This is an optimization exercise on Yosys and OpenROAD, whose aim is small area and a short achievable clock period, not a production implementation.
Function was checked by simulation only, so behaviour that the tests miss may differ from the original.
Power figures rest on the tool's default switching activity, not on a simulated workload.

## flow/config.mk

```make
export PLATFORM = sky130hd
export DESIGN_NAME = cordic_top
export DESIGN_NICKNAME = cordic_top
export VERILOG_FILES = /design/flow/design.v
export SDC_FILE = /design/flow/constraint.sdc
export NUM_CORES = 4
export LEC_CHECK = 0
export ABC_AREA = 1
export CAP_MARGIN = 20
export CORE_MARGIN = 2
export CORE_UTILIZATION = 45
export CTS_BUF_LIST = sky130_fd_sc_hd__clkbuf_8
export SETUP_SLACK_MARGIN = 1.3
export SLEW_MARGIN = 20
export TNS_END_PERCENT = 0
```

## flow/constraint.sdc

```tcl
create_clock -name core_clock -period 3.3 [get_ports {clk}]
set_input_delay 0.6600 -clock core_clock [delete_from_list [all_inputs] [get_ports {clk}]]
set_output_delay 0.6600 -clock core_clock [all_outputs]
set_load 0.01 [all_outputs]
```

## flow/design.v

```verilog
module CORDIC_pipelined (
    input clk,
    input logic signed[15:0] angle,
    output logic signed[15:0] sin, cos
);
logic [15:0] t_in;
logic [15:0] a_q;
assign t_in = a_q - 16'd1;
logic [14:0] u0_q;
logic d0_q;
logic [14:0] u1;
logic [14:0] u1_q;
logic [1:0] i1_q;    
logic [15:0] v0;
assign v0 = {1'b0, u0_q} - 16'd12867;
logic [14:0] f1;
assign f1 = v0[14:0] ^ {15{v0[15]}};
assign u1 = f1;
logic [6:0] lpos;
logic [5:0] q0;
logic [5:0] tg;
cordic_htab htab_i (.d(u1_q[14:7]), .q({lpos, q0, tg}));
logic [5:0] q0_q;
logic [5:0] tg_q;
logic c_q;
logic [6:0] lo_q, lp_q;
assign c_q = lo_q >= lp_q;
logic [1:0] iq_q;
logic [5:0] late;
assign late = {(q0_q[5] ^ (c_q & tg_q[5])), (q0_q[4] ^ (c_q & tg_q[4])), (q0_q[3] ^ (c_q & tg_q[3])), (q0_q[2] ^ (c_q & tg_q[2])), (q0_q[1] ^ (c_q & tg_q[1])), (q0_q[0] ^ (c_q & tg_q[0]))};
logic [7:0] x0_q, x1_q, x2_q;    
logic [31:0] rom_d;
logic [32:0] rc_q;
logic rn114, rn132, rn215, rn46, rn80, rn689, rn40, rn69, rn107, rn369, rn131, rn99, rn335, rn124, rn310, rn79, rn101, rn563, rn460, rn233, rn243, rn143, rn139, rn662, rn60, rn93, rn425, rn316, rn411, rn247, rn135, rn349, rn113, rn70, rn557, rn223, rn184, rn116, rn121, rn371, rn610, rn691, rn533, rn571, rn333, rn239, rn127, rn442, rn100, rn632, rn109, rn483, rn188, rn140, rn674, rn163, rn268, rn648, rn53, rn311, rn631, rn548, rn81, rn253, rn363, rn174, rn108, rn152, rn660, rn358, rn370, rn266, rn205, rn255, rn157, rn343, rn302, rn348, rn690, rn513, rn565, rn544, rn605, rn204, rn94, rn303, rn556, rn550, rn270, rn95, rn77, rn141, rn647, rn122, rn71, rn627, rn57, rn731, rn717, rn144, rn329, rn350, rn461, rn577, rn171, rn125, rn115, rn133, rn756, rn694, rn532, rn644, rn443, rn484, rn102, rn419, rn365, rn320, rn242, rn592, rn209, rn50, rn269, rn189, rn657, rn164, rn732, rn645, rn378, rn42, rn590, rn364, rn211, rn176, rn201, rn664, rn683, rn667, rn638, rn142, rn359, rn372, rn549, rn611, rn195, rn41, rn267, rn220, rn90, rn158, rn376, rn110, rn742, rn663, rn578, rn653, rn429, rn642, rn606, rn297, rn334, rn312, rn558, rn344, rn76, rn252, rn256, rn258, rn172, rn224, rn566, rn82, rn96, rn206, rn59, rn97, rn476, rn453, rn713, rn668, rn382, rn628, rn295, rn185, rn51, rn117, rn462, rn739, rn725, rn718, rn695, rn145, rn554, rn134, rn698, rn304, rn534, rn704, rn677, rn543, rn420, rn342, rn244, rn271, rn103, rn432, rn339, rn692, rn444, rn637, rn366, rn280, rn196, rn321, rn298, rn43, rn518, rn737, rn675, rn624, rn633, rn336, rn525, rn591, rn531, rn529, rn221, rn210, rn508, rn136, rn44, rn279, rn202, rn478, rn551, rn276, rn379, rn665, rn623, rn360, rn612, rn240, rn584, rn263, rn190, rn523, rn91, rn111, rn743, rn377, rn330, rn351, rn257, rn579, rn541, rn559, rn118, rn98, rn314, rn289, rn709, rn669, rn658, rn394, rn383, rn313, rn323, rn83, rn317, rn179, rn305, rn254, rn173, rn231, rn52, rn225, rn226, rn178, rn61, rn467, rn56, rn740, rn696, rn684, rn387, rn402, rn288, rn146, rn78, rn733, rn463, rn652, rn699, rn572, rn361, rn545, rn707, rn153, rn345, rn274, rn272, rn693, rn245, rn433, rn639, rn367, rn299, rn197, rn283, rn515, rn524, rn352, rn540, rn535, rn530, rn212, rn509, rn104, rn738, rn676, rn659, rn281, rn728, rn373, rn607, rn593, rn198, rn222, rn137, rn479, rn384, rn666, rn630, rn400, rn318, rn45, rn625, rn241, rn264, rn552, rn92, rn492, rn744, rn380, rn191, rn654, rn331, rn560, rn472, rn749, rn705, rn25, rn315, rn629, rn585, rn564, rn730, rn322, rn259, rn249, rn526, rn180, rn119, rn489, rn72, rn741, rn710, rn685, rn649, rn324, rn84, rn207, rn227, rn175, rn468, rn456, rn58, rn54, rn186, rn714, rn697, rn403, rn636, rn147, rn734, rn614, rn165, rn678, rn583, rn469, rn154, rn388, rn306, rn362, rn546, rn708, rn573, rn458, rn640, rn555, rn519, rn232, rn290, rn300, rn246, rn284, rn332, rn598, rn661, rn353, rn516, rn374, rn542, rn536, rn213, rn510, rn138, rn480, rn719, rn385, rn670, rn392, rn47, rn681, rn587, rn199, rn105, rn454, rn390, rn671, rn646, rn265, rn567, rn427, rn192, rn346, rn260, rn561, rn490, rn473, rn706, rn414, rn319, rn325, rn126, rn85, rn580, rn527, rn228, rn120, rn445, rn62, rn55, rn745, rn726, rn296, rn250, rn73, rn604, rn177, rn208, rn410, rn187, rn615, rn166, rn679, rn650, rn39, rn586, rn753, rn470, rn711, rn368, rn155, rn389, rn620, rn574, rn48, rn459, rn398, rn520, rn234, rn408, rn375, rn307, rn291, rn285, rn337, rn354, rn273, rn621, rn599, rn547, rn159, rn720, rn406, rn248, rn634, rn537, rn481, rn455, rn386, rn396, rn200, rn106, rn148, rn588, rn347, rn514, rn501, rn715, rn415, rn128, rn568, rn229, rn485, rn446, rn63, rn434, rn428, rn301, rn282, rn123, rn86, rn754, rn735, rn261, rn562, rn491, rn326, rn167, rn686, rn608, rn181, rn214, rn412, rn193, rn700, rn528, rn727, rn24, rn395, rn680, rn651, rn616, rn712, rn500, rn596, rn471, rn391, rn156, rn477, rn450, rn464, rn399, rn641, rn575, rn49, rn409, rn381, rn292, rn672, rn521, rn401, rn393, rn338, rn355, rn203, rn112, rn622, rn251, rn286, rn635, rn275, rn435, rn407, rn397, rn626, rn553, rn160, rn421, rn517, rn505, rn235, rn457, rn424, rn497, rn486, rn439, rn64, rn589, rn600, rn581, rn569, rn493, rn416, rn327, rn129, rn168, rn609, rn182, rn701, rn538, rn506, rn447, rn430, rn423, rn755, rn746, rn413, rn417, rn216, rn729, rn617, rn723, rn502, rn404, rn597, rn474, rn74, rn23, rn308, rn482, rn451, rn465, rn262, rn87, rn356, rn422, rn293, rn287, rn426, rn22, rn340, rn277, rn643, rn161, rn511, rn26, rn236, rn673, rn576, rn436, rn19, rn21, rn716, rn721, rn65, rn594, rn570, rn522, rn494, rn418, rn130, rn438, rn498, rn487, rn440, rn747, rn38, rn169, rn613, rn183, rn217, rn682, rn10, rn507, rn736, rn405, rn655, rn448, rn618, rn503, rn601, rn309, rn466, rn341, rn75, rn431, rn722, rn278, rn294, rn582, rn724, rn539, rn18, rn237, rn149, rn17, rn441, rn66, rn595, rn495, rn162, rn37, rn512, rn499, rn488, rn750, rn748, rn35, rn602, rn230, rn194, rn687, rn656, rn619, rn20, rn449, rn328, rn67, rn357, rn475, rn437, rn150, rn88, rn170, rn504, rn496, rn28, rn751, rn603, rn12, rn238, rn218, rn702, rn688, rn33, rn452, rn68, rn13, rn36, rn16, rn27, rn151, rn89, rn752, rn219, rn14, rn11, rn703, rn15, rn30, rn31, rn32, rn29, rn34;
assign rn132 = ~x2_q[2];
assign rn69 = ~(x2_q[2] | x2_q[1]);
assign rn131 = ~(x2_q[1] & x2_q[0]);
assign rn99 = ~(x2_q[1] | x2_q[0]);
assign rn124 = ~(x2_q[2] & x2_q[1]);
assign rn101 = x2_q[3] | ~x2_q[2];
assign rn460 = x2_q[2] | ~x2_q[1];
assign rn143 = x2_q[2] & ~x2_q[1];
assign rn139 = x2_q[0] & ~x2_q[2];
assign rn662 = x2_q[1] | ~x2_q[0];
assign rn60 = x2_q[0] & ~x2_q[1];
assign rn93 = x2_q[1] & ~x2_q[0];
assign rn425 = x2_q[0] | ~x2_q[2];
assign rn135 = x2_q[2] | x2_q[1];
assign rn70 = x2_q[0] | x2_q[3];
assign rn223 = x2_q[1] & x2_q[0];
assign rn116 = x2_q[0] & x2_q[3];
assign rn109 = x2_q[2] & ~rn131;
assign rn266 = x2_q[3] & ~rn460;
assign rn343 = x2_q[2] & ~rn662;
assign rn513 = rn132 & ~rn60;
assign rn303 = rn60 | rn93;
assign rn141 = rn132 & ~rn223;
assign rn647 = rn425 | x2_q[1];
assign rn644 = x2_q[3] ? rn132 : rn135;
assign rn114 = ~rc_q[4];
assign rn215 = ~rc_q[6];
assign rn46 = ~rc_q[5];
assign rn80 = ~rc_q[3];
assign rn689 = ~rc_q[0];
assign rn40 = ~rc_q[7];
assign rn107 = ~(rc_q[4] | rc_q[3]);
assign rn369 = ~(rc_q[2] | rc_q[3]);
assign rn335 = ~(rc_q[4] & rc_q[5]);
assign rn310 = ~(rc_q[0] | rc_q[3]);
assign rn79 = ~(rc_q[2] | rc_q[0]);
assign rn563 = rc_q[1] & ~rc_q[3];
assign rn233 = rc_q[4] & ~rc_q[5];
assign rn243 = rc_q[3] & ~rc_q[1];
assign rn316 = rc_q[4] | ~rc_q[3];
assign rn411 = rc_q[0] & ~rc_q[5];
assign rn247 = rc_q[4] | rc_q[5];
assign rn349 = rc_q[2] & rc_q[3];
assign rn113 = rc_q[2] & rc_q[0];
assign rn557 = ~rc_q[8];
assign rn184 = ~rn79;
assign rn121 = rc_q[1] | rc_q[3];
assign rn371 = ~rn563;
assign rn610 = ~rn243;
assign rn691 = ~rc_q[27];
assign rn533 = ~rn233;
assign rn571 = ~rc_q[22];
assign rn333 = rc_q[1] ? rc_q[2] : rc_q[0];
assign rn239 = ~rn349;
assign rn127 = ~rn247;
assign rn442 = ~(rn369 & rc_q[14]);
assign rn100 = ~(rc_q[8] & rc_q[4]);
assign rn632 = ~(rn107 & rc_q[13]);
assign rn483 = rn689 & ~rc_q[26];
assign rn188 = ~(rc_q[19] & rn80);
assign rn140 = ~(rc_q[27] & rn80);
assign rn674 = rn80 & ~rc_q[12];
assign rn163 = rc_q[3] & ~rc_q[8];
assign rn268 = ~(rc_q[13] & rn80);
assign rn648 = rc_q[9] & ~rc_q[8];
assign rn53 = rn114 & ~rn310;
assign rn311 = rc_q[4] & ~rn310;
assign rn631 = rc_q[12] | rn114;
assign rn548 = ~(rc_q[18] | rn247);
assign rn81 = rn79 | rn80;
assign rn253 = ~rn442;
assign rn363 = rn369 | rc_q[4];
assign rn174 = rn369 | rn114;
assign rn108 = rn107 | rc_q[5];
assign rn152 = ~(rc_q[27] | rn121);
assign rn660 = rc_q[12] | rn46;
assign rn358 = rn114 & ~rn563;
assign rn370 = rn369 | ~rn233;
assign rn205 = rc_q[22] | ~rc_q[13];
assign rn255 = rc_q[3] & ~rc_q[24];
assign rn157 = rc_q[24] & ~rc_q[23];
assign rn302 = rc_q[19] & ~rc_q[27];
assign rn348 = rn310 & ~rc_q[22];
assign rn690 = rc_q[18] & ~rn310;
assign rn565 = rn114 & ~rn243;
assign rn544 = rc_q[25] | rn114;
assign rn605 = rc_q[27] | rn80;
assign rn204 = rc_q[3] & ~rn113;
assign rn94 = rc_q[23] | rc_q[3];
assign rn556 = rc_q[16] & ~rn310;
assign rn550 = rn113 | ~rc_q[1];
assign rn270 = rn243 | rn114;
assign rn95 = rc_q[25] | rc_q[9];
assign rn77 = ~rn674;
assign rn122 = rn121 & ~rc_q[5];
assign rn71 = rc_q[12] & ~rc_q[32];
assign rn627 = rn349 & ~rc_q[8];
assign rn57 = rn80 & ~rc_q[16];
assign rn731 = rc_q[28] | ~rn233;
assign rn717 = rc_q[2] & ~rc_q[10];
assign rn144 = rc_q[22] & ~rc_q[28];
assign rn329 = rn349 | rc_q[4];
assign rn350 = rn243 | rn349;
assign rn461 = rn316 | rc_q[10];
assign rn577 = rn247 | rn80;
assign rn171 = rc_q[28] | rn114;
assign rn125 = rc_q[32] | rc_q[26];
assign rn115 = rn113 | rn114;
assign rn133 = rc_q[9] ? rc_q[0] : rc_q[14];
assign rn756 = rc_q[26] ? rc_q[0] : rn310;
assign rn694 = rc_q[28] & rc_q[26];
assign rn532 = rn333 & ~rn80;
assign rn443 = rn114 & ~rn442;
assign rn484 = ~(rn483 | rn316);
assign rn102 = rc_q[18] & ~rn100;
assign rn419 = rn127 & ~rn442;
assign rn365 = ~(rn268 & rn114);
assign rn320 = ~(rn205 & rn691);
assign rn242 = rc_q[16] & ~rn188;
assign rn592 = rn127 & ~rn140;
assign rn209 = rn674 & ~rn333;
assign rn50 = rn239 & ~rn163;
assign rn269 = rc_q[0] & ~rn268;
assign rn189 = rn188 | ~rc_q[26];
assign rn657 = rn571 & ~rn188;
assign rn164 = rn163 & ~rc_q[15];
assign rn732 = rn127 & ~rc_q[15];
assign rn645 = rc_q[18] & ~rn631;
assign rn378 = rn371 & ~rn631;
assign rn42 = rc_q[15] | rc_q[3];
assign rn590 = rn81 & ~rn533;
assign rn364 = rn363 & ~rc_q[5];
assign rn211 = ~(rn95 & rc_q[3]);
assign rn176 = rc_q[14] & ~rn81;
assign rn201 = rc_q[15] | rc_q[4];
assign rn664 = ~(rn157 & rn204);
assign rn683 = rn121 & ~rn174;
assign rn667 = rn268 | rc_q[10];
assign rn638 = ~(rn363 | rn627);
assign rn142 = ~(rn140 & rc_q[11]);
assign rn359 = rn358 & ~rc_q[9];
assign rn372 = rn371 & ~rn370;
assign rn549 = rn548 | rc_q[6];
assign rn611 = rn610 & ~rn370;
assign rn195 = rc_q[9] & ~rn157;
assign rn41 = rn205 & ~rc_q[32];
assign rn267 = rc_q[21] & ~rc_q[0];
assign rn220 = rn163 & ~rn205;
assign rn90 = rc_q[3] & ~rn205;
assign rn158 = rn80 & ~rn157;
assign rn376 = rn46 & ~rc_q[21];
assign rn110 = rn108 | rc_q[15];
assign rn742 = rn302 & ~rc_q[3];
assign rn663 = rn46 & ~rn157;
assign rn578 = ~(rn550 | rn577);
assign rn653 = ~(rn577 | rc_q[15]);
assign rn429 = ~(rn577 | rc_q[13]);
assign rn642 = ~(rn329 & rc_q[5]);
assign rn606 = rn544 | ~rn605;
assign rn297 = rn114 & ~rn204;
assign rn334 = rn94 & ~rn333;
assign rn312 = rc_q[29] | rn483;
assign rn558 = rn557 & ~rn556;
assign rn344 = rc_q[29] | rn114;
assign rn76 = rc_q[2] & ~rc_q[31];
assign rn252 = rc_q[21] | rc_q[4];
assign rn256 = rn255 | rn114;
assign rn258 = rn690 | rn205;
assign rn172 = rc_q[30] | rc_q[29];
assign rn224 = rn205 | rc_q[10];
assign rn566 = rn565 | rc_q[5];
assign rn82 = rn648 | ~rc_q[20];
assign rn96 = rn95 & ~rn94;
assign rn206 = rn204 & ~rn205;
assign rn59 = rn690 | rn483;
assign rn97 = rc_q[4] & ~rn627;
assign rn476 = rc_q[13] & ~rn94;
assign rn453 = rn348 | rc_q[4];
assign rn713 = rn557 & ~rn605;
assign rn668 = rc_q[21] | rn114;
assign rn382 = rc_q[3] & ~rc_q[11];
assign rn628 = rn114 & ~rn627;
assign rn295 = rn80 & ~rc_q[11];
assign rn185 = rn184 & ~rn94;
assign rn51 = rc_q[15] | rc_q[11];
assign rn117 = rn71 | rc_q[28];
assign rn462 = rc_q[13] & ~rn461;
assign rn739 = rn605 | rc_q[23];
assign rn725 = rc_q[31] | rc_q[3];
assign rn718 = rn717 | rn363;
assign rn695 = rn694 | ~rn53;
assign rn145 = rn144 | rn114;
assign rn554 = rn255 | rn329;
assign rn134 = rn133 | rn80;
assign rn698 = rn411 & rn329;
assign rn304 = rn80 ? rc_q[31] : rn302;
assign rn534 = rn532 | rn533;
assign rn704 = rn80 ? rc_q[11] : rn157;
assign rn677 = rc_q[3] ? rn95 : rn550;
assign rn543 = rc_q[17] & ~rc_q[21];
assign rn420 = ~(rn419 & rc_q[7]);
assign rn342 = ~(rn50 & rn188);
assign rn244 = ~(rn242 | rn243);
assign rn271 = ~(rn270 | rn269);
assign rn103 = rc_q[5] & ~rn102;
assign rn432 = rn102 & ~rn46;
assign rn339 = rn215 & ~rn419;
assign rn692 = ~(rn320 & rc_q[4]);
assign rn444 = rn443 | rc_q[5];
assign rn637 = ~(rn42 & rc_q[4]);
assign rn366 = rn365 | rn40;
assign rn280 = rc_q[3] & ~rn320;
assign rn196 = ~(rn195 | rc_q[25]);
assign rn321 = rn107 & ~rn320;
assign rn298 = ~(rn195 | rn188);
assign rn43 = ~(rn41 | rn42);
assign rn518 = rc_q[4] & ~rn657;
assign rn737 = rc_q[4] & ~rn50;
assign rn675 = rn610 & ~rn209;
assign rn624 = rc_q[5] & ~rn645;
assign rn633 = rn632 & ~rn378;
assign rn336 = ~(rn334 | rn335);
assign rn525 = rn242 | rc_q[4];
assign rn591 = rn590 & ~rn209;
assign rn531 = ~(rn82 & rn80);
assign rn529 = rc_q[16] & ~rn211;
assign rn221 = ~(rn220 | rn96);
assign rn210 = rn209 | rn114;
assign rn508 = rn50 & ~rn201;
assign rn136 = rc_q[16] & ~rn42;
assign rn44 = rn201 & ~rn107;
assign rn279 = ~(rn269 | rn256);
assign rn202 = rn201 & ~rn108;
assign rn478 = rn42 | rc_q[8];
assign rn551 = rn364 & rn550;
assign rn276 = rc_q[6] & ~rn653;
assign rn379 = rn378 | rc_q[7];
assign rn665 = rn664 & rn358;
assign rn623 = rn359 | rn215;
assign rn360 = rn359 | rn46;
assign rn612 = rn611 | rc_q[7];
assign rn240 = rn195 | rc_q[25];
assign rn584 = rn41 | rn114;
assign rn263 = rn220 | rc_q[4];
assign rn190 = rn90 | rn114;
assign rn523 = rn220 | rn114;
assign rn91 = rn90 | rc_q[4];
assign rn111 = rn110 | rn102;
assign rn743 = rn742 | rn694;
assign rn377 = rn365 | rn376;
assign rn330 = rn329 & ~rn297;
assign rn351 = rn350 & ~rn312;
assign rn257 = rn184 & ~rn256;
assign rn579 = rn578 | rn215;
assign rn541 = rc_q[32] & ~rn224;
assign rn559 = rn211 & ~rn558;
assign rn118 = rn82 & ~rn80;
assign rn98 = rn96 | ~rn97;
assign rn314 = rn172 & ~rn80;
assign rn289 = rn258 & ~rn114;
assign rn709 = rn97 & ~rn302;
assign rn669 = rn667 & ~rn668;
assign rn658 = rn657 | ~rn97;
assign rn394 = rc_q[5] & ~rn628;
assign rn383 = rn127 & ~rn382;
assign rn313 = rn311 & ~rn312;
assign rn323 = rn125 & ~rn256;
assign rn83 = rn82 & ~rn81;
assign rn317 = rn312 | rn316;
assign rn179 = rn312 | rc_q[4];
assign rn305 = rn76 | rn195;
assign rn254 = rn252 | rn253;
assign rn173 = rn171 | rn172;
assign rn231 = rn312 | rn77;
assign rn52 = rn50 | ~rn51;
assign rn225 = rn224 & rn107;
assign rn226 = rn51 & ~rn316;
assign rn178 = rn172 | rc_q[3];
assign rn61 = rn59 | rc_q[25];
assign rn467 = rn97 & rn121;
assign rn56 = rn713 | rn114;
assign rn740 = rn739 & ~rn657;
assign rn696 = rn258 & ~rn695;
assign rn684 = rc_q[3] & ~rn51;
assign rn387 = rn382 | rc_q[5];
assign rn402 = rn46 & ~rn51;
assign rn288 = rn71 | rn252;
assign rn146 = rn142 & ~rn145;
assign rn78 = rn76 | rn77;
assign rn733 = rn732 & ~rn725;
assign rn463 = rn462 | rc_q[5];
assign rn652 = rn533 | rn51;
assign rn699 = rn698 | rn429;
assign rn572 = rn571 & ~rn304;
assign rn361 = rc_q[4] & ~rn543;
assign rn545 = rn543 & ~rn544;
assign rn707 = rc_q[3] ? rn689 : rn172;
assign rn153 = ~(rn280 | rn255);
assign rn345 = rn342 & ~rn344;
assign rn274 = rn233 & ~rn244;
assign rn272 = rn271 & ~rn267;
assign rn693 = rn59 & ~rn692;
assign rn245 = rn244 & ~rc_q[10];
assign rn433 = rn432 | rc_q[6];
assign rn639 = rn637 & ~rn638;
assign rn367 = rn364 & ~rn366;
assign rn299 = rn125 & ~rn298;
assign rn197 = rc_q[3] & ~rn196;
assign rn283 = rn196 | rc_q[3];
assign rn515 = ~(rn263 | rn483);
assign rn524 = ~(rn523 | rn298);
assign rn352 = ~(rn351 | rn348);
assign rn540 = rn525 & ~rn358;
assign rn535 = rn531 & ~rn534;
assign rn530 = rn127 & ~rn529;
assign rn212 = rn211 & ~rn210;
assign rn509 = rn508 & ~rn444;
assign rn104 = ~(rn103 & rn98);
assign rn738 = rn737 | rc_q[5];
assign rn676 = rn675 | rc_q[4];
assign rn659 = ~(rn658 & rn252);
assign rn281 = rn279 & ~rn280;
assign rn728 = rn518 & ~rn529;
assign rn373 = rn633 | rn46;
assign rn607 = rn478 & ~rn606;
assign rn593 = rn592 | rn591;
assign rn198 = ~(rn231 & rc_q[4]);
assign rn222 = rn221 | rn114;
assign rn137 = rn136 | rc_q[4];
assign rn479 = rn267 | rn44;
assign rn384 = rc_q[21] & ~rn379;
assign rn666 = rc_q[5] & ~rn665;
assign rn630 = ~(rn247 & rn387);
assign rn400 = rn624 & rc_q[17];
assign rn318 = ~(rn317 & rn46);
assign rn45 = rn43 | rn44;
assign rn625 = rn624 & ~rn623;
assign rn241 = rn239 & ~rn240;
assign rn264 = rn189 & ~rn263;
assign rn552 = rn551 | rn549;
assign rn92 = rn91 | ~rn59;
assign rn492 = rn111 & ~rn370;
assign rn744 = rn743 & ~rn335;
assign rn380 = rn377 & ~rn379;
assign rn191 = rn189 & ~rn190;
assign rn654 = ~(rn276 & rn652);
assign rn331 = rc_q[5] & ~rn330;
assign rn560 = rc_q[4] & ~rn559;
assign rn472 = rn233 & ~rn118;
assign rn749 = rn518 & ~rn314;
assign rn705 = rn289 & ~rn704;
assign rn25 = rn383 & ~rc_q[6];
assign rn315 = rn313 & ~rn314;
assign rn629 = rc_q[6] & ~rn394;
assign rn585 = rn584 | rn558;
assign rn564 = rn190 | rn563;
assign rn730 = rn240 | rc_q[3];
assign rn322 = rn317 & ~rn321;
assign rn259 = rn257 & rn258;
assign rn249 = rn46 & ~rn173;
assign rn526 = rn52 & ~rn525;
assign rn180 = rn178 & ~rn179;
assign rn119 = rn117 | rn118;
assign rn489 = rn61 & ~rn91;
assign rn72 = rn118 | rn114;
assign rn741 = rn114 & ~rn740;
assign rn710 = rn709 | rn46;
assign rn685 = rn683 & ~rn684;
assign rn649 = rn118 | rn363;
assign rn324 = rn323 | rn46;
assign rn84 = rn78 & ~rn83;
assign rn207 = rn461 & rn179;
assign rn227 = rn225 | rn226;
assign rn175 = rn173 & rn174;
assign rn468 = rn467 | rn46;
assign rn456 = rn226 | rn46;
assign rn58 = rn56 | rn57;
assign rn54 = rn52 & rn53;
assign rn186 = rn226 | rn201;
assign rn714 = rn56 | rn80;
assign rn697 = rn696 | rn46;
assign rn403 = rn402 | rc_q[6];
assign rn636 = rn253 | rn387;
assign rn147 = rn146 | rn46;
assign rn734 = rn733 | rc_q[6];
assign rn614 = rc_q[4] ? rn304 : rn351;
assign rn165 = rn361 | ~rn637;
assign rn678 = rn544 & ~rn361;
assign rn583 = ~(rn153 & rn42);
assign rn469 = rn80 ? rn550 : rn305;
assign rn154 = ~(rn153 | rn113);
assign rn388 = rn387 ? rn127 : rc_q[4];
assign rn306 = rn305 ^ rn80;
assign rn362 = rn360 | rn361;
assign rn546 = rn545 | rn46;
assign rn708 = rn707 | rc_q[4];
assign rn573 = rn153 & ~rn572;
assign rn458 = rn153 & ~rn756;
assign rn640 = rc_q[5] & ~rn639;
assign rn555 = rn299 & ~rn554;
assign rn519 = rn518 & ~rn197;
assign rn232 = rn231 & ~rn197;
assign rn290 = rn289 & ~rn197;
assign rn300 = rn299 & rn297;
assign rn246 = ~(rn245 | rn241);
assign rn284 = rn283 & ~rn270;
assign rn332 = ~(rn331 & rn283);
assign rn598 = rn233 & ~rn352;
assign rn661 = rn659 & ~rn660;
assign rn353 = rn352 & ~rn107;
assign rn516 = rn515 | rn46;
assign rn374 = rn373 & ~rn372;
assign rn542 = rn541 | rn540;
assign rn536 = rn535 | rn215;
assign rn213 = rn212 | rn46;
assign rn510 = rn509 | rc_q[6];
assign rn138 = rn134 & ~rn137;
assign rn480 = rn478 & ~rn479;
assign rn719 = rn664 & ~rn198;
assign rn385 = rn384 & ~rn247;
assign rn670 = rn666 & ~rn669;
assign rn392 = rc_q[3] & ~rn373;
assign rn47 = rn46 & ~rn45;
assign rn681 = rn90 & rn676;
assign rn587 = rn241 & ~rn525;
assign rn199 = rn197 | rn198;
assign rn105 = rn92 & ~rn104;
assign rn454 = ~(rn58 | rn41);
assign rn390 = rn630 | rn394;
assign rn671 = rn666 | rn329;
assign rn646 = rn400 | rc_q[6];
assign rn265 = rn264 | rn46;
assign rn567 = rn564 & ~rn566;
assign rn427 = rn730 & ~rn731;
assign rn192 = rn191 | rn46;
assign rn346 = rn322 & ~rn345;
assign rn260 = rn254 & ~rn259;
assign rn561 = rn560 | rn46;
assign rn490 = rn98 & ~rn489;
assign rn473 = rn472 | rc_q[6];
assign rn706 = rn705 | rc_q[5];
assign rn414 = rn46 & ~rn685;
assign rn319 = rn318 | rn315;
assign rn325 = rn322 & ~rn324;
assign rn126 = rn125 & ~rn119;
assign rn85 = rc_q[4] & ~rn84;
assign rn580 = rn579 | rn249;
assign rn527 = rn526 | rn46;
assign rn228 = rn222 & ~rn227;
assign rn120 = rn119 | rn115;
assign rn445 = rn72 | rn57;
assign rn62 = rn61 & ~rn58;
assign rn55 = rc_q[5] & ~rn54;
assign rn745 = rn744 | rn741;
assign rn726 = rn725 & ~rn186;
assign rn296 = rn72 | rn295;
assign rn250 = rn249 | rc_q[6];
assign rn73 = rn71 | rn72;
assign rn604 = ~(rn583 & rn114);
assign rn177 = rn176 | rn175;
assign rn208 = rn206 | rn207;
assign rn410 = rn697 | rn693;
assign rn187 = rn185 | rn186;
assign rn615 = rn46 & ~rn614;
assign rn166 = rn165 & ~rn164;
assign rn679 = rn677 & ~rn678;
assign rn650 = rn165 & ~rn349;
assign rn39 = rn629 ^ rc_q[7];
assign rn586 = rn583 & ~rn585;
assign rn753 = rn114 & ~rn469;
assign rn470 = rn469 & ~rn257;
assign rn711 = rn708 & ~rn710;
assign rn368 = rn362 & ~rn367;
assign rn155 = rn154 | rn114;
assign rn389 = rn388 | rc_q[6];
assign rn620 = rn362 | rn215;
assign rn574 = rn127 & ~rn573;
assign rn48 = rn233 & ~rn458;
assign rn459 = rn458 | rn114;
assign rn398 = rn636 & ~rn640;
assign rn520 = rn364 & ~rn519;
assign rn234 = rn233 & ~rn232;
assign rn408 = ~(rn670 | rn663);
assign rn375 = ~(rn374 & rc_q[7]);
assign rn307 = rc_q[4] ? rn304 : rn306;
assign rn291 = rn288 & ~rn290;
assign rn285 = rn202 & ~rn284;
assign rn337 = rn332 & ~rn336;
assign rn354 = rn46 & ~rn353;
assign rn273 = ~(rn272 | rn265);
assign rn621 = rn374 & ~rn549;
assign rn599 = rn598 | rn40;
assign rn547 = rn542 & ~rn546;
assign rn159 = rn138 & ~rn158;
assign rn720 = rn718 & ~rn719;
assign rn406 = rn661 | rn630;
assign rn248 = rn246 | rn247;
assign rn634 = rn215 & ~rn392;
assign rn537 = rn536 | rn530;
assign rn481 = rn480 | rn46;
assign rn455 = rn453 & ~rn454;
assign rn386 = rn385 | rn215;
assign rn396 = rn642 | rn392;
assign rn200 = rn199 | ~rn140;
assign rn106 = rc_q[6] & ~rn105;
assign rn148 = rn147 | rn138;
assign rn588 = rn587 | rn46;
assign rn347 = rc_q[5] & ~rn346;
assign rn514 = rn199 | rc_q[30];
assign rn501 = rn105 | rc_q[6];
assign rn715 = rn706 & ~rn714;
assign rn415 = rn414 & ~rn384;
assign rn128 = rn127 & ~rn126;
assign rn568 = rn567 | rn215;
assign rn229 = rc_q[5] & ~rn228;
assign rn485 = rn120 & ~rn484;
assign rn446 = rn445 & ~rn444;
assign rn63 = rn62 | ~rn55;
assign rn434 = rn738 & ~rn745;
assign rn428 = rn427 | rn215;
assign rn301 = rn296 & ~rn300;
assign rn282 = rn281 | rn265;
assign rn123 = rn120 | ~rn122;
assign rn86 = rn55 & ~rn85;
assign rn754 = rn445 & ~rc_q[5];
assign rn735 = rn734 | rn427;
assign rn261 = rn260 | rn46;
assign rn562 = rn561 | rn555;
assign rn491 = rn490 | rn46;
assign rn326 = rn325 | rn215;
assign rn167 = ~(rn166 | rn108);
assign rn686 = rn414 | rc_q[6];
assign rn608 = rn604 & ~rn607;
assign rn181 = rn177 & ~rn180;
assign rn214 = rn208 & ~rn213;
assign rn412 = rn410 & ~rn411;
assign rn193 = rn187 & ~rn192;
assign rn700 = rn410 & ~rn699;
assign rn528 = rn527 | rn524;
assign rn727 = rn726 | rn46;
assign rn24 = rn215 ? rn383 : rn385;
assign rn395 = ~(rn389 | rn394);
assign rn680 = rn676 & ~rn679;
assign rn651 = rn649 & ~rn650;
assign rn616 = rn615 | rn40;
assign rn712 = rn706 & ~rn711;
assign rn500 = rn444 | rn166;
assign rn596 = rn207 | rn753;
assign rn471 = rn470 | rn468;
assign rn391 = rn390 & ~rn389;
assign rn156 = rn155 | rn152;
assign rn477 = rn155 | rn476;
assign rn450 = rn48 | ~rn276;
assign rn464 = rn459 & ~rn463;
assign rn399 = rn215 & ~rn398;
assign rn641 = rn247 & ~rn398;
assign rn575 = rn574 | rc_q[6];
assign rn49 = rn47 | rn48;
assign rn409 = rn215 & ~rn408;
assign rn381 = rn375 & ~rn380;
assign rn292 = rc_q[5] & ~rn291;
assign rn672 = rn671 & ~rn408;
assign rn521 = rn520 | rc_q[6];
assign rn401 = ~(rn386 | rn400);
assign rn393 = ~(rn386 | rn392);
assign rn338 = rn307 | rc_q[5];
assign rn355 = rc_q[6] & ~rn354;
assign rn203 = ~(rn202 & rn200);
assign rn112 = ~(rn111 & rn106);
assign rn622 = rn620 & ~rn621;
assign rn251 = rn248 & ~rn250;
assign rn286 = rn285 | rn215;
assign rn635 = rn390 & ~rn634;
assign rn275 = rn274 | rn273;
assign rn435 = ~(rn433 | rn434);
assign rn407 = rn406 & ~rn386;
assign rn397 = rn396 & ~rn386;
assign rn626 = rn625 | rn621;
assign rn553 = rn552 | rn547;
assign rn160 = rn159 | rn46;
assign rn421 = rn720 | rn46;
assign rn517 = rn514 & ~rn516;
assign rn505 = ~(rn181 | rn108);
assign rn235 = ~(rn234 | rn214);
assign rn457 = rn456 | rn455;
assign rn424 = ~(rn749 | rn727);
assign rn497 = rn122 & ~rn485;
assign rn486 = rn376 & ~rn485;
assign rn439 = rn339 & ~rn434;
assign rn64 = rn63 & ~rc_q[6];
assign rn589 = rn588 | rn586;
assign rn600 = rn599 | rn347;
assign rn581 = rn261 & ~rn580;
assign rn569 = rn562 & ~rn568;
assign rn493 = rn491 & ~rn492;
assign rn416 = rn415 | rn215;
assign rn327 = rn319 & ~rn326;
assign rn129 = rn128 | rc_q[6];
assign rn168 = rn106 & ~rn167;
assign rn609 = rc_q[5] & ~rn608;
assign rn182 = rn46 & ~rn181;
assign rn701 = rc_q[6] & ~rn700;
assign rn538 = rn528 & ~rn537;
assign rn506 = rn229 | rn215;
assign rn447 = rn446 | rc_q[6];
assign rn430 = rn428 | rn429;
assign rn423 = ~(rn715 | rn712);
assign rn755 = rn754 | rn215;
assign rn746 = rn434 | rn215;
assign rn413 = rn412 | rc_q[6];
assign rn417 = rc_q[5] & ~rn680;
assign rn216 = rn214 | rn215;
assign rn729 = rn728 | rn727;
assign rn617 = rn337 & ~rn616;
assign rn723 = rn339 & ~rn712;
assign rn502 = rn500 & ~rn501;
assign rn404 = rn651 | rn46;
assign rn597 = rn46 & ~rn596;
assign rn474 = rn471 & ~rn473;
assign rn74 = rn467 | ~rn596;
assign rn23 = rn391 | ~rn386;
assign rn308 = rc_q[5] ? rn301 : rn307;
assign rn482 = rn477 & ~rn481;
assign rn451 = rn63 & ~rn450;
assign rn465 = rn464 | rn215;
assign rn262 = ~(rn261 & rn251);
assign rn87 = rn86 | rn49;
assign rn356 = rn355 & ~rn347;
assign rn422 = ~(rn420 & rn421);
assign rn293 = rn251 & ~rn292;
assign rn287 = rn282 & ~rn286;
assign rn426 = ~(rn424 & rc_q[19]);
assign rn22 = rn395 | rn393;
assign rn340 = rn338 & rn339;
assign rn277 = rn276 & ~rn275;
assign rn643 = rc_q[6] ? rn641 : rn396;
assign rn161 = rn156 & ~rn160;
assign rn511 = rn235 & ~rn510;
assign rn26 = rn215 ? rn368 : rn381;
assign rn236 = rn235 & ~rn215;
assign rn673 = rn215 ? rn406 : rn672;
assign rn576 = rn575 | rn275;
assign rn436 = rn435 | rc_q[7];
assign rn19 = rn409 | rn407;
assign rn21 = rn399 | rn397;
assign rn716 = ~(rn423 & rn339);
assign rn721 = rn421 | rn215;
assign rn65 = rn64 & ~rn49;
assign rn594 = rn589 & ~rn593;
assign rn570 = rn553 & ~rn569;
assign rn522 = rn521 | rn517;
assign rn494 = rn215 & ~rn493;
assign rn418 = ~(rn416 | rn417);
assign rn130 = rn129 | ~rn123;
assign rn438 = rn428 | rn424;
assign rn498 = rn497 | rn215;
assign rn487 = rn486 | rn215;
assign rn440 = rn439 | rn40;
assign rn747 = rn746 & ~rc_q[7];
assign rn38 = rn635 ^ rc_q[7];
assign rn169 = rn168 | rn40;
assign rn613 = rn612 | rn609;
assign rn183 = rn182 | rc_q[6];
assign rn217 = rn203 & ~rn216;
assign rn682 = rn417 & ~rn681;
assign rn10 = rc_q[7] ? rn622 : rn626;
assign rn507 = rn506 | rn505;
assign rn736 = rn729 & ~rn735;
assign rn405 = rn404 & ~rn403;
assign rn655 = rn404 & ~rn654;
assign rn448 = rn74 & ~rn46;
assign rn618 = rn617 | rn215;
assign rn503 = rn502 | rn40;
assign rn601 = rn600 | rn597;
assign rn309 = rn308 | rc_q[6];
assign rn466 = rn457 & ~rn465;
assign rn341 = ~(rn340 & rn337);
assign rn75 = rc_q[5] ? rn74 : rn73;
assign rn431 = rn426 & ~rn430;
assign rn722 = ~(rn721 & rn716);
assign rn278 = rn262 & ~rn277;
assign rn294 = rn293 | rn287;
assign rn582 = rn576 & ~rn581;
assign rn724 = rn721 & ~rn723;
assign rn539 = rn522 & ~rn538;
assign rn18 = rn413 & ~rn418;
assign rn237 = rn236 | rn40;
assign rn149 = rn148 & ~rn130;
assign rn17 = rn386 ? rn422 : rn423;
assign rn441 = rn438 & ~rn440;
assign rn66 = rn65 | rn40;
assign rn595 = rn594 | rc_q[7];
assign rn495 = rn494 | rc_q[7];
assign rn162 = rn161 | rn130;
assign rn37 = rn643 ^ rn40;
assign rn512 = rn507 & ~rn511;
assign rn499 = rn498 | rn161;
assign rn488 = rn487 | rn482;
assign rn750 = rn736 & ~rn424;
assign rn748 = rn747 & ~rn736;
assign rn35 = rn673 ^ rn40;
assign rn602 = ~(rn601 & rn215);
assign rn230 = rn229 | rn183;
assign rn194 = rn193 | rn183;
assign rn687 = rn686 | rn682;
assign rn656 = rn646 & ~rn655;
assign rn619 = rn613 & ~rn618;
assign rn20 = rn405 | rn401;
assign rn449 = rn447 | rn448;
assign rn328 = rn309 & ~rn327;
assign rn67 = rn755 | rn448;
assign rn357 = rn341 & ~rn356;
assign rn475 = rn474 | rn466;
assign rn437 = rn436 | rn431;
assign rn150 = rn112 & ~rn149;
assign rn88 = rc_q[6] ? rn75 : rn87;
assign rn170 = rn162 & ~rn169;
assign rn504 = rn499 & ~rn503;
assign rn496 = rn488 & ~rn495;
assign rn28 = rc_q[7] ? rn278 : rn294;
assign rn751 = rn746 & ~rn750;
assign rn603 = rn595 & ~rn602;
assign rn12 = rn40 ? rn570 : rn582;
assign rn238 = rn230 & ~rn237;
assign rn218 = rn194 & ~rn217;
assign rn702 = rn687 & ~rn701;
assign rn688 = rn417 & ~rn687;
assign rn33 = rc_q[7] ? rn722 : rn724;
assign rn452 = rn449 & ~rn451;
assign rn68 = rn67 & ~rn66;
assign rn13 = rc_q[7] ? rn512 : rn539;
assign rn36 = rn656 ^ rc_q[7];
assign rn16 = rn437 & ~rn441;
assign rn27 = rn40 ? rn328 : rn357;
assign rn151 = rn40 & ~rn150;
assign rn89 = rn40 & ~rn88;
assign rn752 = rc_q[7] & ~rn751;
assign rn219 = rn40 & ~rn218;
assign rn14 = rn504 | rn496;
assign rn11 = rn619 | rn603;
assign rn703 = rn702 ^ rn40;
assign rn15 = rc_q[7] ? rn452 : rn475;
assign rn30 = rn170 | rn151;
assign rn31 = rn89 | rn68;
assign rn32 = rn752 | rn748;
assign rn29 = rn238 | rn219;
assign rn34 = rn703 | rn688;
assign rom_d = {rn40, rn40, rn39, rn38, rn37, rn36, rn35, rn34, rn33, rn32, rn31, rn30, rn29, rn28, rn27, rn26, rn25, rn24, rn23, rn22, rn21, rn20, rn19, rn18, rn17, rn16, rn15, rn14, rn13, rn12, rn11, rn10};
always_ff @(posedge clk) begin
    a_q <= angle;
    u0_q <= t_in[14:0] ^ {15{t_in[15]}};
    d0_q <= ~t_in[15];
    u1_q <= u1;
    i1_q <= {d0_q, v0[15]};
    q0_q <= q0;
    tg_q <= tg;
    lo_q <= u1_q[6:0];
    lp_q <= lpos;
    iq_q <= i1_q;
    x0_q <= {iq_q, late};
    x1_q <= x0_q;
    x2_q <= x1_q;
    rc_q[0] <= x2_q[0];
    rc_q[1] <= x2_q[1];
    rc_q[2] <= x2_q[2];
    rc_q[3] <= x2_q[3];
    rc_q[4] <= x2_q[4];
    rc_q[5] <= x2_q[5];
    rc_q[6] <= x2_q[6];
    rc_q[7] <= x2_q[7];
    rc_q[8] <= rn99;
    rc_q[9] <= rn132;
    rc_q[10] <= rn223;
    rc_q[11] <= rn141;
    rc_q[12] <= rn69;
    rc_q[13] <= rn460;
    rc_q[14] <= rn131;
    rc_q[15] <= rn109;
    rc_q[16] <= rn135;
    rc_q[17] <= rn644;
    rc_q[18] <= rn101;
    rc_q[19] <= rn425;
    rc_q[20] <= rn647;
    rc_q[21] <= rn266;
    rc_q[22] <= rn143;
    rc_q[23] <= rn93;
    rc_q[24] <= rn662;
    rc_q[25] <= rn60;
    rc_q[26] <= rn124;
    rc_q[27] <= rn139;
    rc_q[28] <= rn116;
    rc_q[29] <= rn343;
    rc_q[30] <= rn513;
    rc_q[31] <= rn303;
    rc_q[32] <= rn70;
    {sin, cos} <= rom_d;
end
endmodule
module cordic_htab(d, q);
  input [7:0] d;
  wire [7:0] d;
  output [18:0] q;
  wire [18:0] q;
  wire _0_;
  wire _10_;
  wire _11_;
  wire _12_;
  wire _13_;
  wire _14_;
  wire _15_;
  wire _16_;
  wire _17_;
  wire _18_;
  wire _19_;
  wire _1_;
  wire _20_;
  wire _21_;
  wire _22_;
  wire _23_;
  wire _24_;
  wire _25_;
  wire _26_;
  wire _27_;
  wire _28_;
  wire _29_;
  wire _2_;
  wire _30_;
  wire _31_;
  wire _32_;
  wire _33_;
  wire _34_;
  wire _35_;
  wire _36_;
  wire _37_;
  wire _38_;
  wire _39_;
  wire _3_;
  wire _40_;
  wire _41_;
  wire _42_;
  wire _43_;
  wire _44_;
  wire _45_;
  wire _46_;
  wire _47_;
  wire _48_;
  wire _49_;
  wire _4_;
  wire _50_;
  wire _51_;
  wire _52_;
  wire _53_;
  wire _54_;
  wire _55_;
  wire _56_;
  wire _57_;
  wire _58_;
  wire _59_;
  wire _5_;
  wire _60_;
  wire _61_;
  wire _62_;
  wire _63_;
  wire _64_;
  wire _65_;
  wire _66_;
  wire _67_;
  wire _68_;
  wire _69_;
  wire _6_;
  wire _70_;
  wire _71_;
  wire _72_;
  wire _73_;
  wire _74_;
  wire _7_;
  wire _8_;
  wire _9_;
  assign _23_ = ~d[5];
  assign _22_ = ~_47_;
  assign q[0] = _25_ | _28_;
  assign _21_ = _30_ & ~(_23_);
  assign q[11] = _34_ & ~(_21_);
  assign _20_ = q[11] & _29_;
  assign _19_ = _20_ | _24_;
  assign _18_ = d[6] & d[5];
  assign _17_ = _18_ & ~(_47_);
  assign _16_ = _17_ | d[7];
  assign _15_ = d[1] & ~(_16_);
  assign q[6] = _15_ ^ _19_;
  assign q[1] = q[0] & ~(q[6]);
  assign _14_ = ~(_42_ | _46_);
  assign _13_ = ~(_14_ & q[1]);
  assign q[4] = _22_ & ~(_13_);
  assign q[5] = q[4] & ~(_23_);
  assign q[18] = _24_ & ~(q[5]);
  assign _12_ = _21_ | _37_;
  assign q[16] = q[18] & ~(_12_);
  assign _11_ = d[2] & ~(d[1]);
  assign _10_ = ~(_11_ | _47_);
  assign _9_ = _28_ & ~(_10_);
  assign _8_ = _9_ | ~(_13_);
  assign _7_ = _47_ & ~(_23_);
  assign _6_ = _8_ & ~(_7_);
  assign q[15] = _37_ ? d[5] : _6_;
  assign _5_ = d[3] & ~(_41_);
  assign _4_ = _5_ | d[4];
  assign _3_ = ~(_5_ | _40_);
  assign _2_ = _11_ & ~(_47_);
  assign _1_ = ~(_2_ | _3_);
  assign _0_ = ~(_1_ | d[1]);
  assign _74_ = _22_ & ~(_0_);
  assign _73_ = _4_ & ~(_74_);
  assign _72_ = _28_ & ~(_73_);
  assign _71_ = ~(_34_ | _42_);
  assign _70_ = ~(_71_ | _29_);
  assign _69_ = ~(_70_ & _1_);
  assign _68_ = d[4] & ~(_40_);
  assign _67_ = _68_ | _38_;
  assign _66_ = _69_ & ~(_67_);
  assign q[14] = _66_ | _72_;
  assign _65_ = _70_ ^ _1_;
  assign q[13] = q[0] & ~(_65_);
  assign _64_ = _23_ & ~(_47_);
  assign _63_ = _14_ & ~(_64_);
  assign q[12] = q[1] & ~(_63_);
  assign _62_ = ~(d[6] & d[1]);
  assign _61_ = _62_ & ~(d[2]);
  assign _60_ = _61_ | _16_;
  assign _59_ = _60_ | ~(_13_);
  assign _58_ = _22_ & ~(_59_);
  assign _57_ = _58_ | _23_;
  assign _56_ = _64_ & ~(_59_);
  assign _55_ = _56_ | d[7];
  assign q[10] = _57_ & ~(_55_);
  assign _54_ = _59_ | ~(d[3]);
  assign _53_ = d[4] | d[7];
  assign _52_ = _54_ & ~(_53_);
  assign q[9] = _52_ | _58_;
  assign _51_ = ~(d[3] | d[7]);
  assign q[8] = _59_ ? _51_ : d[3];
  assign _50_ = q[1] & ~(_14_);
  assign _49_ = _42_ & ~(q[11]);
  assign _48_ = ~(_49_ | _59_);
  assign q[7] = _48_ | _50_;
  assign q[3] = d[3] & ~(_13_);
  assign q[2] = ~_13_;
  assign _47_ = ~(d[3] & d[4]);
  assign _46_ = ~(d[2] | d[1]);
  assign _45_ = _46_ | _47_;
  assign _44_ = d[0] | d[7];
  assign _43_ = d[6] & ~(_44_);
  assign _42_ = d[2] & d[1];
  assign _41_ = d[5] & ~(_42_);
  assign _40_ = _41_ & ~(d[3]);
  assign _39_ = _40_ & ~(d[4]);
  assign _38_ = _39_ | ~(_43_);
  assign _37_ = _45_ & ~(_38_);
  assign _36_ = _37_ & ~(d[5]);
  assign _35_ = ~(d[0] | d[5]);
  assign _34_ = ~(d[6] | d[7]);
  assign _33_ = d[0] ^ d[5];
  assign _32_ = ~(d[2] | d[0]);
  assign _31_ = _32_ | _45_;
  assign _30_ = d[2] & ~(_47_);
  assign _29_ = _33_ ? _31_ : _30_;
  assign _28_ = _34_ & ~(_29_);
  assign _27_ = _28_ & ~(_35_);
  assign q[17] = _27_ | _36_;
  assign _26_ = d[5] & ~(_45_);
  assign _25_ = _43_ & ~(_26_);
  assign _24_ = _25_ | _27_;
endmodule
module cordic_top (
    input  logic clk,
    input  logic signed[15:0] angle,
    output logic signed[15:0] sin, cos
);
    CORDIC_pipelined dut_basic(
        .clk(clk),
        .angle(angle),
        .sin(sin),
        .cos(cos)
    );
endmodule
```

## flow/flow/run.sh

```bash
#!/bin/bash
# The standard layout (standard.sh: the standard flow's synthesis and ORFS flow, unchanged), except
# that the port buffers ORFS puts on every input and output are plain buffers
# (sky130_fd_sc_hd__buf_2) instead of the delay buffer buffer_ports picks by default.
set -euo pipefail
export BUFFER_PORTS_ARGS="-buffer_cell sky130_fd_sc_hd__buf_2"
bash standard.sh > standard.log 2>&1
```

## flow/standard.sh

```bash
#!/bin/bash
# synth_recipe.tcl (not shown) runs the flow's synth.tcl, then flattens the netlist and writes it again
# the make line also repeats each setting of config.mk as NAME=value (left out here)
make -C /OpenROAD-flow-scripts/flow DESIGN_CONFIG=/design/flow/config.mk WORK_HOME=/design/flow/orfs CLKGATE_MAP_FILE= SYNTH_SCRIPT=/design/flow/synth_recipe.tcl "${@:-finish}"
```

==> key figures, run 1 <==
Die
  – Core Box Area: approximately 17000 um2
  – Chip height: 136 um
  – I/O pin total: slightly below 50
  – Die area: 18500 um2
  – Initial Util: 45.7%
  – Die width: 136 um
  – Cell Rows: 48

Status
  – Status: timing/DRC/antenna clean

Critical path
  – Worst Setup Path Type: flop to flop
  – Slowest CP cell: nor3_1
  – Crit start category: flop
  – WP data required: 3.70 ns
  – Critical path buffers and inverters: 2
  – Slowest stage delay, CP: about 0.46 ns
  – CP top delay family: simple AND/OR/NAND/NOR gates
  – Cell mode on critical path: nand2_1
  – CP Data Arrival Time: 2.45 ns
  – Setup crit end kind: flop
  – CP Max Fanout: 13
  – CP cell instances: buf_4 -> buf_4 -> nand2_1 -> nor3_1 -> o21ai_0 -> nand2_1 -> nand2_1 -> o21ai_0

Power
  – PwrDens: 1170 nW/um2
  – VDD IR max: approximately 460 uV
  – Leakage Power: ~0.0043 uW
  – Overall power: 10400 uW

Placed design
  – Port bufs: 48
  – Post-DP Area: 8300 um2
  – Post-DP HPWL: 20600 um
  – GP Congestion: 1.08

Synth
  – Sequential area share after synthesis: 42.1%
  – Top-area cell type share of the netlist area: between 40% and 50%
  – Mapped Nets: between 1000 and 1500
  – Synth Warn #: 1
  – Main combinational cell family by area after synthesis: simple AND/OR/NAND/NOR gates
  – Synth Area in XOR/XNOR: 7.48%
  – Synth Register Bits: 165
  – Synth top area cells: dfxtp_1 42%, nand2_1 12%, o21ai_0 5.6%, inv_1 5.5%, xor2_1 4.7%
  – Synth area leader: dfxtp_1
  – Simple-gate area share of the yosys netlist: 24.7%
  – Post-Synth Adder-Cell Area: 3.19%
  – Yosys cell types: 50
  – Syn avg cell area: around 7.5 um2
  – Cell Area, Synth: 7840 um2
  – Compound-cell area share of the yosys netlist: 14.5%
  – Mux contribution to synthesized area: 0%
  – Synthesized instance count: 1049

Cells and area
  – Layout cells sized above 1: around 15%
  – Register area: ~3300 um2
  – Commonest non-fill, non-tap cell in the layout: nand2_1
  – Layout Cell Area excl Fill: 8890 um2
  – Most frequent cells in the layout: 244 x nand2_1, 158 x dfxtp_1, 115 x inv_1, 83 x nor2_1, 78 x o21ai_0
  – Area growth syn-to-layout: 13.3%
  – Area occupied by multi-input gates: 4040 um2
  – Layout net count: 1139
  – Filler cells: roughly 1800

Global routing
  – Initial antenna violation count: 0
  – Grt ovf: 0
  – Vias in the first global route: approximately 7300
  – Largest net degree at the start of global routing: 40
  – Global-route wire length before repair: 41000 um
  – GRT Total Usage: 30.1%

STA
  – Worst clock skew: 0.0218 ns
  – Slew @ Worst Pin: 0.799 ns
  – Final min period: 2.05 ns
  – Minimum hold slack: 0.287 ns
  – Setup tns final: 0 ns
  – RSZ-0062 raised after global routing: yes
  – Pins Over Slew Limit: 0
  – Relative slew slack: a little under half
  – Tcrit/Tclk final: 62.0%
  – Final number of hold-violating endpoints: 0
  – Max Fclk: 0.489 GHz
  – Setup violations, final: 0

Clock network
  – Register clock-pin slew on the reported worst setup and hold paths: 0.10 ns
  – Clock root cell: clkbuf_8
  – CTS max path bufs: 2
  – Clock tree sinks: 165
  – CTS tree: yes
  – CTS H-tree lvls: 4
  – Num CTS Buffers: 17
  – Cts hold-fix bufs: 0
  – Worst skew pair latency: 0.47 ns

Detailed routing
  – DR pass1 iterations: 6
  – Via count: between 7000 and 8000
  – DRT iter0 DRCs: 649
  – Detail Route Antenna Nets: 0
  – Via density: approximately 5.6
  – Post-route DRC violation count: 0
  – Total Routed Length: 26800 um
  – WL per Instance: 20.0 um

Worst hold path
  – HP Class: input pin to flop

Flow run
  – Maxcap violations: 0
## cell usage after synthesis (all sizes together)
cell,count
a211oi,2
a21boi,2
a21o,1
a21oi,39
a22o,2
a31oi,14
a32oi,1
buf,23
clkbuf,14
clkinv,1
dfxtp,165
ha,20
inv,116
nand2,255
nand3,68
nand3b,2
nand4,10
nor2,95
nor3,20
nor4,3
o2111ai,2
o211ai,21
o21a,1
o21ai,94
o21bai,3
o221ai,1
o22ai,5
o311ai,2
o31ai,4
o32ai,1
or2,1
xnor2,12
xor2,49
## registers in the layout (all words and copies together) (netlist names)
register,flops
dut_basic.sin,15
dut_basic.u1_q,15
dut_basic.lp_q,7
dut_basic.x1_q,8
dut_basic.d0_q,1
dut_basic.lo_q,7
dut_basic.q0_q,6
dut_basic.x0_q,8
dut_basic.x2_q,8
dut_basic.cos,16
dut_basic.iq_q,2
dut_basic.u0_q,15
dut_basic.tg_q,6
dut_basic.a_q,16
dut_basic.rc_q,33
dut_basic.i1_q,2
## power by group
part | total [uW] | switching (uW) | leakage (uW) | internal [uW]
clock network | 1470 | 790 | 0.000212 | 681
registers | 3270 | 541 | 0.00139 | 2730
logic | 5630 | 3940 | 0.00267 | 1680
## layer usage
| metal | wire length, um | GRT usage [%] | vias to the layer above |
|---|---|---|---|
| met2 | 12300 | 49.0 | 411 |
| met5 | 0 | 0 | - |
| met4 | 2540 | 24.4 | 0 |
| met3 | 1890 | 7.35 | 164 |
| li1 | - | - | 3528 |
| met1 | 10000 | 33.4 | 3413 |
## logic make-up (layout without fill, tap and decap cells)
| family | Yosys count | in the layout |
|---|---|---|
| xor gates and xnor gates | 61 | 61 |
| other | 0 | 1 |
| DFF | 165 | 165 |
| adders and majority gates | 20 | 20 |
| and+or+nand+nor | 454 | 455 |
| buffers and inverters | 154 | 219 |
| AOI/OAI and AO/OA | 195 | 195 |
## worst paths after layout
kind	to	cells after the start	slack (ns)	startpoint
worst max-delay path	dut_basic.sin[2]	8	1.25	dut_basic.rc_q[4]
worst min-delay path	dut_basic.a_q[2]	1	0.29	angle[2]
worst max register to register	dut_basic.sin[2]	8	1.25	dut_basic.rc_q[4]
worst min register to register	dut_basic.x2_q[7]	0	0.33	dut_basic.x1_q[7]
## through the flow
| step | cells | util, % | worst slack [ns] |
|---|---|---|---|
| 5_1_grt | 1340 | 51.7 | 1.18 |
| 3_3_place_gp | 1302 | 48.3 | 0.834 |
| 4_1_cts | 1334 | 50.8 | 1.23 |
| 2_1_floorplan | 1049 | - | 1.47 |
| 3_5_place_dp | 1302 | 48.3 | 0.961 |
| 6_report | 1341 | 51.8 | 1.25 |
## final cells by class
cell class	instances	share of cell area, %
clock inverters	15	1.76
repair buffers	70	4.69
diodes	1	0.0281
multi-input cells	731	45.4
flip-flops and latches	165	37.3
inverters	117	5.01
clock buffers	17	2.63
well taps	225	3.17
## what timing repair did
| item | 4_1_cts | 5_1_grt |
|---|---|---|
| buffers inserted | 0 | 5 |
| pin swaps | 0 | 2 |
| setup endpoints to repair | 32 | 51 |
| resized for setup | 13 | 40 |
| cloned | 0 | 1 |
==> run 2, diff against run 1 <==
==> flow/flow/run.sh (replaced) <==
#!/bin/bash
# The standard layout (standard.sh: the standard flow's synthesis and ORFS flow, unchanged), except:
# - the port buffers ORFS puts on every input and output are plain buffers
#   (sky130_fd_sc_hd__buf_2) instead of the delay buffer buffer_ports picks by default;
# - clock tree synthesis gets ORFS's usual arguments plus -dont_use_dummy_load, so it
#   adds no load-only inverters to the clock tree.
set -euo pipefail
export BUFFER_PORTS_ARGS="-buffer_cell sky130_fd_sc_hd__buf_2"
export CTS_ARGS="-sink_clustering_enable -repair_clock_nets -buf_list sky130_fd_sc_hd__clkbuf_8 -dont_use_dummy_load"
bash standard.sh > standard.log 2>&1
--- a/flow/config.mk
+++ b/flow/config.mk
@@ -12,4 +12,3 @@
 export CTS_BUF_LIST = sky130_fd_sc_hd__clkbuf_8
 export SETUP_SLACK_MARGIN = 1.3
 export SLEW_MARGIN = 20
-export TNS_END_PERCENT = 0
==> key figures, run 2 <==
Detailed routing
  – Post-route DRC violation count: 0 (unchanged)
  – Via density: 5.61 (about the same)
  – Total Routed Length: 26800 um (about the same)
  – DR pass1 iterations: 6 (unchanged)
  – Detail Route Antenna Nets: 0 (unchanged)
  – WL per Instance: 20.0 um (+0.20%)
  – Via count: 7503 (-0.17%)
  – DRT iter0 DRCs: 644 (-0.77%)

STA
  – Pins Over Slew Limit: 0 (unchanged)
  – Relative slew slack: 47.1% (+0.92 points)
  – Slew @ Worst Pin: 0.785 ns (-0.0136 ns)
  – Tcrit/Tclk final: 60.6% (-1.4 points)
  – Final min period: 2.00 ns (-0.0460 ns)
  – Setup tns final: 0 ns (unchanged)
  – Final number of hold-violating endpoints: 0 (unchanged)
  – RSZ-0062 raised after global routing: yes
  – Setup violations, final: 0 (unchanged)
  – Max Fclk: 0.500 GHz (+2.3%)
  – Worst clock skew: 0.0285 ns (+0.00667 ns)

Synth
  – Post-synth top cells: 249 x nand2_1, 165 x dfxtp_1, 114 x inv_1
  – Mapped Nets: 1086 (unchanged)
  – Top-count cell post-synth: nand2_1
  – Synth top area cells: dfxtp_1 42%, nand2_1 12%, o21ai_0 5.6%, inv_1 5.5%, xor2_1 4.7%
  – Post-synth EDFFs: 0 (unchanged)
  – Syn avg cell area: 7.48 um2 (unchanged)
  – Async SR Flop Fraction: 0% (unchanged)
  – Synth area leader: dfxtp_1
  – Post-Synth Adder-Cell Area: 3.19% (unchanged)
  – Synth Warn #: 1 (unchanged)
  – Simple-gate area share of the yosys netlist: 24.7% (unchanged)
  – Yosys cell types: 50 (unchanged)
  – Cell Area, Synth: 7840 um2 (unchanged)
  – Main combinational cell family by area after synthesis: simple AND/OR/NAND/NOR gates
  – Compound-cell area share of the yosys netlist: 14.5% (unchanged)
  – Synth Area in XOR/XNOR: 7.48% (unchanged)
  – Top-area cell type share of the netlist area: 42.1% (unchanged)
  – Sequential area share after synthesis: 42.1% (unchanged)
  – Synthesized instance count: 1049 (unchanged)
  – Most common flop cell mapped by yosys: dfxtp_1
  – Synth Register Bits: 165 (unchanged)
  – Mux contribution to synthesized area: 0% (unchanged)

Cells and area
  – Number of inserted diodes: 0 (-1)
  – Area growth syn-to-layout: 14.2%
  – Most flops, register: dut_basic.rc_q
  – Final Util: 52.1% (+0.38 points)
  – Commonest non-fill, non-tap cell in the layout: nand2_1
  – Layout cells sized above 1: 16.9% (+2.3 points)
  – Area occupied by multi-input gates: 4130 um2 (+2.2%)
  – Register area: 3320 um2 (+0.15%)
  – Layout net count: 1152 (+1.1%)
  – Layout Cell Area excl Fill: 8950 um2 (+0.73%)
  – Max FFs per register: 33 (unchanged)
  – Most frequent cells in the layout: 239 x nand2_1, 156 x dfxtp_1, 109 x inv_1, 77 x nor2_1, 77 x o21ai_0
  – Filler cells: 1763 (+0.34%)

Critical path
  – R2R Path End: dut_basic.cos[2]
  – R2r startpoint: dut_basic.rc_q[3]
  – CP Data Arrival Time: 2.36 ns (-0.09 ns)
  – R2r setup slk: 1.30 ns (+0.05 ns)
  – Setup crit end kind: flop
  – Worst Setup Path Type: flop to flop
  – CP Max Fanout: 18 (+5)
  – FF-to-FF path depth: 11 (+3)
  – WP data required: 3.66 ns (-0.04 ns)
  – Crit start category: flop

Clock network
  – Worst skew pair latency: 0.45 ns (-0.02 ns)
  – CTS H-tree lvls: 4 (unchanged)
  – Num CTS Buffers: 17 (unchanged)
  – Register clock-pin slew on the reported worst setup and hold paths: 0.09 ns (about the same)
  – Clock tree sinks: 165 (unchanged)
  – CTS max path bufs: 2 (unchanged)
  – CTS tree: yes
  – Clock root cell: clkbuf_8

Power
  – VDD IR max: 486 uV (+5.9%)
  – PwrDens: 1150 nW/um2 (-1.8%)
  – Overall power: 10300 uW (-1.1%)
  – Leakage Power: 0.00426 uW (-0.14%)

Status
  – Status: timing/DRC/antenna clean

Global routing
  – Grt ovf: 0 (unchanged)
  – GRT Total Usage: 29.7% (-0.44 points)
  – Global-route wire length before repair: 40500 um (-1.1%)
  – Largest net degree at the start of global routing: 40 (unchanged)
  – Vias in the first global route: 7228 (-0.84%)
  – Initial antenna violation count: 0 (unchanged)

Placed design
  – Post-DP HPWL: 20600 um (unchanged)
  – Port bufs: 48 (unchanged)
  – GP Congestion: 1.08 (unchanged)
  – Post-DP Area: 8300 um2 (unchanged)

Flow run
  – Maxcap violations: 0 (unchanged)

Worst hold path
  – WHS Endpoint: dut_basic.a_q[2]
  – Min-delay src: angle[2]
  – Hold Path Stages: 1 (unchanged)
  – HP Class: input pin to flop

Die
  – I/O pin total: 49 (unchanged)
  – Chip height: 136 um (unchanged)
  – Die area: 18500 um2 (unchanged)
  – Die width: 136 um (unchanged)
  – Initial Util: 45.7% (unchanged)
  – Core Box Area: 17200 um2 (unchanged)
  – Cell Rows: 48 (unchanged)
-- run 2: cell counts after synthesis --
Identical to the previous run, type by type.
-- run 2: kinds of logic (layout without fill, tap and decap cells) --
group	after synthesis	after routing
and+or+nand+nor	454	455
AOI/OAI and AO/OA	195	195
DFF	165	165
buffers and inverters	154	217
xor gates and xnor gates	61	61
adders and majority gates	20	20
-- run 2: cell type report --
type                            count  share of cell area, %
Clock buffer                       17                   2.61
Inverter                          117                   5.02
Multi-Input combinational cell    731                   46.1
Sequential cell                   165                   37.1
Tap cell                          225                   3.14
Timing Repair Buffer               83                   6.06
-- run 2: layer usage --
| metal | vias up | track usage (%) | routed length, um |
|---|---|---|---|
| met1 | 3411 | 33.0 | 9990 |
| met2 | 404 | 48.0 | 12300 |
| li1 | 3536 | - | - |
| met3 | 152 | 6.52 | 1940 |
| met5 | - | 0 | 0 |
| met4 | 0 | 25.6 | 2500 |
-- run 2: worst max-delay path by stage --
stage | from | to | slack (ns) | cells past startpoint
4_1_cts | dut_basic.rc_q[5] | dut_basic.sin[10] | 1.25 | 8
6_report | dut_basic.rc_q[3] | dut_basic.cos[2] | 1.30 | 11
5_1_grt | dut_basic.rc_q[0] | dut_basic.sin[3] | 1.24 | 11
3_3_place_gp | dut_basic.rc_q[3] | dut_basic.cos[2] | 0.83 | 9
2_1_floorplan | dut_basic.u1_q[12] | dut_basic.lp_q[4] | 1.47 | 16
3_5_place_dp | dut_basic.rc_q[3] | dut_basic.cos[2] | 0.96 | 9
-- run 2: metrics by stage --
stage / instances / hold slack [ns] / setup WS (ns)
final: 1338 / 0.298 / 1.30
after detailed placement: 1302 / 0.312 / 0.961
after CTS: 1319 / 0.265 / 1.25
after floorplan: 1049 / 0.310 / 1.47
after global placement: 1302 / 0.310 / 0.834
after global routing: 1338 / 0.275 / 1.24
-- run 2: worst max-delay path: stages, from the launching register on --
cell     delay, ns
dfxtp_1       0.41
buf_12        0.18
nor2_2        0.07
inv_2         0.15
nand2_1       0.17
nand2_2       0.18
nand4_1       0.19
o21ai_0       0.14
nand2_1       0.10
nand3_1       0.07
o21ai_0       0.07
o21ai_0       0.20
-- run 2: where the power goes --
group | leakage [uW] | switching [uW] | internal [uW]
clock network | 0.000122 | 630 | 455
logic | 0.00275 | 4040 | 1850
registers | 0.00139 | 548 | 2740
-- run 2: timing repair --
action / in CTS / in global routing
endpoints found under the setup margin: 30 / 43
pin swaps: 0 / 14
setup buffers: 0 / 18
cloned: 0 / 1
gates resized for setup: 19 / 68
hold buffers: 0 / 0

-- what the ideal ports hide --
How much do the figures lean on ideal ports? The routed layouts below were timed once more, with nothing changed but the port constraints. Step 1 assumes that a clkbuf_16 drives the clock port and a buf_2 every other input. Step 2, shift: input delay + t, output delay - t, t = (earliest + latest rising clock arrival at the registers) / 2. This alone moves slack from input paths to output paths. Slacks: no drivers / after step 1 / after step 2; pairs: no drivers / after step 1.
run	t (ns)	setup WS [ns]	hold slack, ns	worst slew at a driven data input, ns	pins driven straight from the clock port
run 1	0.500	1.255 / 1.255 / 1.255	0.287 / 0.267 / 0.329	0.03	1
run 2	0.482	1.301 / 1.301 / 1.301	0.298 / 0.275 / 0.306	0.03	1
After both steps setup and hold are still met in every run listed.
